This is an optimization exercise on Yosys and OpenROAD, whose aim is small area and a short achievable clock period, not a production implementation. The flow treats the clock pin as an ideal source. Dropping or thinning the clock tree relies on that and would not hold on a real chip. Power figures rest on the tool's default switching activity, not on a simulated workload.

==> module M216A_TopModule, before the edit <==
module M216A_TopModule(
    input           clk_i,
    input           rst_i,
    input  [4 : 0]  width_i,
    input  [4 : 0]  height_i,
    output [7 : 0]  index_x_o,
    output [7 : 0]  index_y_o,
    output [3 : 0]  strike_o
);
    reg  [3:0] ph;             
    reg  [1:0] warm;           
    reg        clr;            
    reg        live_q;         
    reg  [9:0] k_q;            
    reg  [4:0] w_q;
    reg  [6:0] a_q, b_q, c_q;
    reg  [6:0] thr_q;          
    reg  [6:0] mn_q;
    reg  [6:0] sum_q;          
    reg        we_q;           
    reg        strike_q;
    reg  [3:0] id_q;
    reg  [6:0] x_q;
    reg  [6:0] y_q;
    reg        s_q;
    reg  [3:0] cnt_q;
    wire [6:0] occ [1:13];
    wire nrst   = ~rst_i;
    wire ph0    = ph[0];
    wire live_d = nrst & ph[3] & warm[1];
    wire [3:0] hi = height_i[3:0];
    wire [9:0] k_d;
    assign k_d[0] = (hi == 4'd4);
    assign k_d[1] = (hi == 4'd5);
    assign k_d[2] = (hi == 4'd6);
    assign k_d[3] = (hi == 4'd7);
    assign k_d[4] = (hi == 4'd8);
    assign k_d[5] = (hi == 4'd9);
    assign k_d[6] = (hi == 4'd10);
    assign k_d[7] = (hi == 4'd11);
    assign k_d[8] = (hi == 4'd12);
    assign k_d[9] = ~|k_d[8:0];
    wire k4  = k_q[0];
    wire k5  = k_q[1];
    wire k6  = k_q[2];
    wire k7  = k_q[3];
    wire k8  = k_q[4];
    wire k9  = k_q[5];
    wire k10 = k_q[6];
    wire k11 = k_q[7];
    wire k12 = k_q[8];
    wire k13 = k_q[9];
    wire [12:0] sel0 = {k13, 1'b0, 1'b0, k4, k12, k5, k11, k6, k10, k7, k9, 1'b0, k8};
    wire [12:0] sel1 = {1'b0, k13, 1'b0, 1'b0, k11, k4, k10, k5, k9, k6, 1'b0, k8, k7};
    wire [12:0] sel2 = {1'b0, 1'b0, k13, 1'b0, 1'b0, 1'b0, 1'b0, 1'b0, 1'b0, 1'b0, k8, k7, 1'b0};
    wire has1 = ~k12;
    wire has2 = k7 | k8 | k13;
    wire [3:0] id0 = ({4{k4}}  & 4'd10) | ({4{k5}}  & 4'd8) | ({4{k6}}  & 4'd6) |
                     ({4{k7}}  & 4'd4)  | ({4{k8}}  & 4'd1) | ({4{k9}}  & 4'd3) |
                     ({4{k10}} & 4'd5)  | ({4{k11}} & 4'd7) | ({4{k12}} & 4'd9) |
                     ({4{k13}} & 4'd13);
    wire [3:0] id1 = ({4{k4}}  & 4'd8)  | ({4{k5}}  & 4'd6) | ({4{k6}}  & 4'd4) |
                     ({4{k7}}  & 4'd1)  | ({4{k8}}  & 4'd2) | ({4{k9}}  & 4'd5) |
                     ({4{k10}} & 4'd7)  | ({4{k11}} & 4'd9) | ({4{k13}} & 4'd12);
    wire [3:0] id2 = ({4{k7}}  & 4'd2)  | ({4{k8}}  & 4'd3) | ({4{k13}} & 4'd11);
    function [6:0] ystart;
        input [3:0] id;
        begin
            ystart = ({7{id == 4'd2}}  & 7'd8)  | ({7{id == 4'd3}}  & 7'd16) |
                     ({7{id == 4'd4}}  & 7'd25) | ({7{id == 4'd5}}  & 7'd32) |
                     ({7{id == 4'd6}}  & 7'd42) | ({7{id == 4'd7}}  & 7'd48) |
                     ({7{id == 4'd8}}  & 7'd59) | ({7{id == 4'd9}}  & 7'd64) |
                     ({7{id == 4'd10}} & 7'd76) | ({7{id == 4'd11}} & 7'd80) |
                     ({7{id == 4'd12}} & 7'd96) | ({7{id == 4'd13}} & 7'd112);
        end
    endfunction
    reg  [6:0] rd0, rd1, rd2;
    integer i;
    always @(*) begin
        rd0 = 7'd0;
        rd1 = 7'd0;
        rd2 = 7'd0;
        for (i = 1; i <= 13; i = i + 1) begin
            rd0 = rd0 | (occ[i] & {7{sel0[i-1]}});
            rd1 = rd1 | (occ[i] & {7{sel1[i-1]}});
            rd2 = rd2 | (occ[i] & {7{sel2[i-1]}});
        end
    end
    function lt7;
        input [6:0] a;
        input [6:0] b;
        integer k;
        reg r;
        begin
            r = 1'b0;
            for (k = 0; k < 7; k = k + 1)
                r = (~a[k] & b[k]) | ((~a[k] | b[k]) & r);
            lt7 = r;
        end
    endfunction
    function [7:0] addw;
        input [6:0] a;
        input [4:0] w;
        reg [6:0] b;
        reg [7:0] c;
        reg t;
        integer i, j, k;
        begin
            b = {2'b00, w};
            c = 8'd0;
            for (i = 0; i < 7; i = i + 1)
                for (j = 0; j <= i; j = j + 1) begin
                    t = a[j] & b[j];
                    for (k = j + 1; k <= i; k = k + 1)
                        t = t & (a[k] | b[k]);
                    c[i+1] = c[i+1] | t;
                end
            addw = {c[7], (a ^ c[6:0]) ^ b};
        end
    endfunction
    wire [7:0] sum = addw(mn_q, w_q);
    wire b_lt_a = lt7(b_q, a_q);
    wire c_lt_a = lt7(c_q, a_q);
    wire c_lt_b = lt7(c_q, b_q);
    wire pc = has2 & c_lt_a & c_lt_b;
    wire pb = has1 & b_lt_a & ~pc;
    wire strike_d = ~lt7(mn_q, thr_q);
    wire strike = strike_q;
    wire [6:0] nocc_r = sum_q & {7{~clr}};
    always @(posedge clk_i) begin
        a_q <= rd0;
        b_q <= rd1;
        c_q <= rd2;
        thr_q <= 7'd1 - {2'b00, w_q};
        mn_q <= pc ? c_q : pb ? b_q : a_q;
        id_q <= pc ? id2 : pb ? id1 : id0;
        sum_q <= sum[6:0] | {7{sum[7]}};
        strike_q <= strike_d;
        we_q <= live_d & ~strike_d;
        live_q <= live_d;
        ph <= rst_i ? 4'b0001 : {ph[2:0], ph[3]};
        if (rst_i | (ph0 & ~warm[1]))
            warm <= (warm + 2'd1) & {2{nrst}};
        clr <= rst_i | ~warm[1];
    end
    always @(posedge clk_i) begin
        if (ph0) begin
            k_q <= k_d;
            w_q <= width_i;
        end
    end
    always @(posedge clk_i) begin
        if (rst_i) begin
            x_q <= 7'd0;
            y_q <= 7'd0;
            s_q <= 1'b0;
            cnt_q <= 4'd0;
        end else if (live_q) begin
            x_q <= strike ? 7'd0 : mn_q;
            y_q <= strike ? 7'd0 : ystart(id_q);
            s_q <= strike;
            if (strike) cnt_q <= cnt_q + 4'd1;
        end
    end
    genvar g;
    generate
        for (g = 1; g <= 13; g = g + 1) begin : strip
            reg [6:0] v;
            always @(posedge clk_i)
                if (clr | (we_q & (id_q == g)))
                    v <= nocc_r;
            assign occ[g] = v;
        end
    endgenerate
    assign index_x_o = {s_q, x_q};
    assign index_y_o = {s_q, y_q};
    assign strike_o  = cnt_q;
endmodule
==> flow/config.mk <==
export PLATFORM = sky130hd
export DESIGN_NAME = M216A_TopModule
export DESIGN_NICKNAME = M216A_TopModule
export VERILOG_FILES = /design/flow/design.v
export SDC_FILE = /design/flow/constraint.sdc
export NUM_CORES = 4
export LEC_CHECK = 0
export ABC_AREA = 1
export CAP_MARGIN = 20
export CORE_MARGIN = 2
export CORE_UTILIZATION = 40
export CTS_BUF_LIST = sky130_fd_sc_hd__clkbuf_4 sky130_fd_sc_hd__clkbuf_8
export CTS_CLUSTER_SIZE = 30
export SETUP_SLACK_MARGIN = 1.7
export SLEW_MARGIN = 20
export TNS_END_PERCENT = 0
==> flow/constraint.sdc <==
create_clock -name core_clock -period 3.3 [get_ports {clk_i}]
set_input_delay 0.6600 -clock core_clock [delete_from_list [all_inputs] [get_ports {clk_i}]]
set_output_delay 0.6600 -clock core_clock [all_outputs]
set_load 0.01 [all_outputs]
standard.sh (not shown) runs the stock make flow with config.mk's settings and CLKGATE_MAP_FILE= SYNTH_SCRIPT=/design/flow/synth_recipe.tcl, a recipe that flattens the netlist after the stock synthesis.
==> flow/flow/run.sh <==
#!/bin/bash
# Standard ORFS layout with these changes: sizing may change a cell's footprint,
# the port buffers are buf_2 cells, and the clock tree is the two-level tree
# that flow/cts_tree.tcl builds (see there).
set -euo pipefail
bash standard.sh synth > synth.log 2>&1
bash standard.sh MATCH_CELL_FOOTPRINT=0 \
  "BUFFER_PORTS_ARGS=-buffer_cell sky130_fd_sc_hd__buf_2" \
  "PRE_CTS_TCL=$PWD/flow/cts_tree.tcl" \
  finish > layout.log 2>&1
Other scripts of this flow, unchanged in this note and not shown: flow/flow/cts_tree.tcl
The first run completed without violations.
Then changed:
--- a/flow/design.v
+++ b/flow/design.v
@@ -24,9 +24,8 @@
     reg        clr;            
     reg        live_q;         
     reg  [9:0] k_q;            
-    reg  [4:0] w_q;
+    reg  [3:0] wm1_q;          
     reg  [6:0] a_q, b_q, c_q;
-    reg  [6:0] thr_q;          
     reg  [6:0] mn_q;
     reg  [6:0] sum_q;          
     reg        we_q;           
@@ -101,49 +100,59 @@
     function lt7;
         input [6:0] a;
         input [6:0] b;
-        integer k;
-        reg r;
+        integer j, k;
+        reg r, t;
         begin
             r = 1'b0;
-            for (k = 0; k < 7; k = k + 1)
-                r = (~a[k] & b[k]) | ((~a[k] | b[k]) & r);
+            for (k = 0; k < 7; k = k + 1) begin
+                t = ~a[k] & b[k];
+                for (j = k + 1; j < 7; j = j + 1)
+                    t = t & (~a[j] | b[j]);
+                r = r | t;
+            end
             lt7 = r;
         end
     endfunction
-    function [7:0] addw;
+    function [8:0] addm1;
         input [6:0] a;
-        input [4:0] w;
+        input [3:0] m;
         reg [6:0] b;
-        reg [7:0] c;
+        reg [7:0] c0;              
+        reg [7:0] c1;              
         reg t;
         integer i, j, k;
         begin
-            b = {2'b00, w};
-            c = 8'd0;
-            for (i = 0; i < 7; i = i + 1)
+            b = {3'b000, m};
+            c0 = 8'd0;
+            c1 = 8'd1;
+            for (i = 0; i < 7; i = i + 1) begin
                 for (j = 0; j <= i; j = j + 1) begin
                     t = a[j] & b[j];
                     for (k = j + 1; k <= i; k = k + 1)
                         t = t & (a[k] | b[k]);
-                    c[i+1] = c[i+1] | t;
+                    c0[i+1] = c0[i+1] | t;
                 end
-            addw = {c[7], (a ^ c[6:0]) ^ b};
+                t = 1'b1;
+                for (k = 0; k <= i; k = k + 1)
+                    t = t & (a[k] | b[k]);
+                c1[i+1] = c0[i+1] | t;
+            end
+            addm1 = {c0[7], c1[7], (a ^ c1[6:0]) ^ b};
         end
     endfunction
-    wire [7:0] sum = addw(mn_q, w_q);
+    wire [8:0] sum = addm1(mn_q, wm1_q);      
     wire b_lt_a = lt7(b_q, a_q);
     wire c_lt_a = lt7(c_q, a_q);
     wire c_lt_b = lt7(c_q, b_q);
     wire pc = has2 & c_lt_a & c_lt_b;
     wire pb = has1 & b_lt_a & ~pc;
-    wire strike_d = ~lt7(mn_q, thr_q);
+    wire strike_d = sum[8];
     wire strike = strike_q;
     wire [6:0] nocc_r = sum_q & {7{~clr}};
     always @(posedge clk_i) begin
         a_q <= rd0;
         b_q <= rd1;
         c_q <= rd2;
-        thr_q <= 7'd1 - {2'b00, w_q};
         mn_q <= pc ? c_q : pb ? b_q : a_q;
         id_q <= pc ? id2 : pb ? id1 : id0;
         sum_q <= sum[6:0] | {7{sum[7]}};
@@ -151,14 +160,19 @@
         we_q <= live_d & ~strike_d;
         live_q <= live_d;
         ph <= rst_i ? 4'b0001 : {ph[2:0], ph[3]};
-        if (rst_i | (ph0 & ~warm[1]))
-            warm <= (warm + 2'd1) & {2{nrst}};
+        if (rst_i)
+            warm <= 2'd0;
+        else if (ph0 & ~warm[1])
+            warm <= warm + 2'd1;
         clr <= rst_i | ~warm[1];
     end
     always @(posedge clk_i) begin
-        if (ph0) begin
+        if (rst_i) begin
+            k_q <= 10'd0;
+            wm1_q <= 4'd0;
+        end else if (ph0) begin
             k_q <= k_d;
-            w_q <= width_i;
+            wm1_q <= width_i[3:0] - 4'd1;
         end
     end
     always @(posedge clk_i) begin
- hold slack is about the same
- worst setup slack gains 0.052 ns
- final area drops by a few percent
- wire length is higher by a few percent
- power came out lower by a quarter to a third
- critical path depth shrinks by 4
- core utilization came out lower by 1.6 points
Function was not checked in any run of this note: the RTL went through the layout flow alone. In every run of this note, the design's own scripts or RTL, not TritonCTS, make the clock network.

port drivers added, routing unchanged:
The results above use ideal ports. As a check the final layouts listed here were re-extracted and re-timed, cells and wires unchanged.
Step 1 assumes that a clkbuf_16 drives the clock port and a buf_2 every other input.
Step 2 moves the port delays by t, midway between the first and last clock arrival at a register: inputs arrive t later, outputs are due t later. That takes back most of the time a late clock gives input paths.
Three values: ideal ports, drivers, drivers and shift; two values: the first two.
run | t (ns) | setup WS [ns] | hold slack, ns | worst register clock-pin slew, ns | pins driven straight from the clock port
the first run | 0.363 | 1.606 / 1.606 / 1.592 | 0.408 / 0.408 / 0.408 | 0.09 / 0.09 | 2
the second run | 0.362 | 1.658 / 1.658 / 1.420 | 0.406 / 0.406 / 0.406 | 0.09 / 0.09 | 2
After both steps setup and hold are still met in every run listed. The setup slack of the second run, which loses most, moves by 0.000 ns with the drivers and by -0.238 ns with both steps.
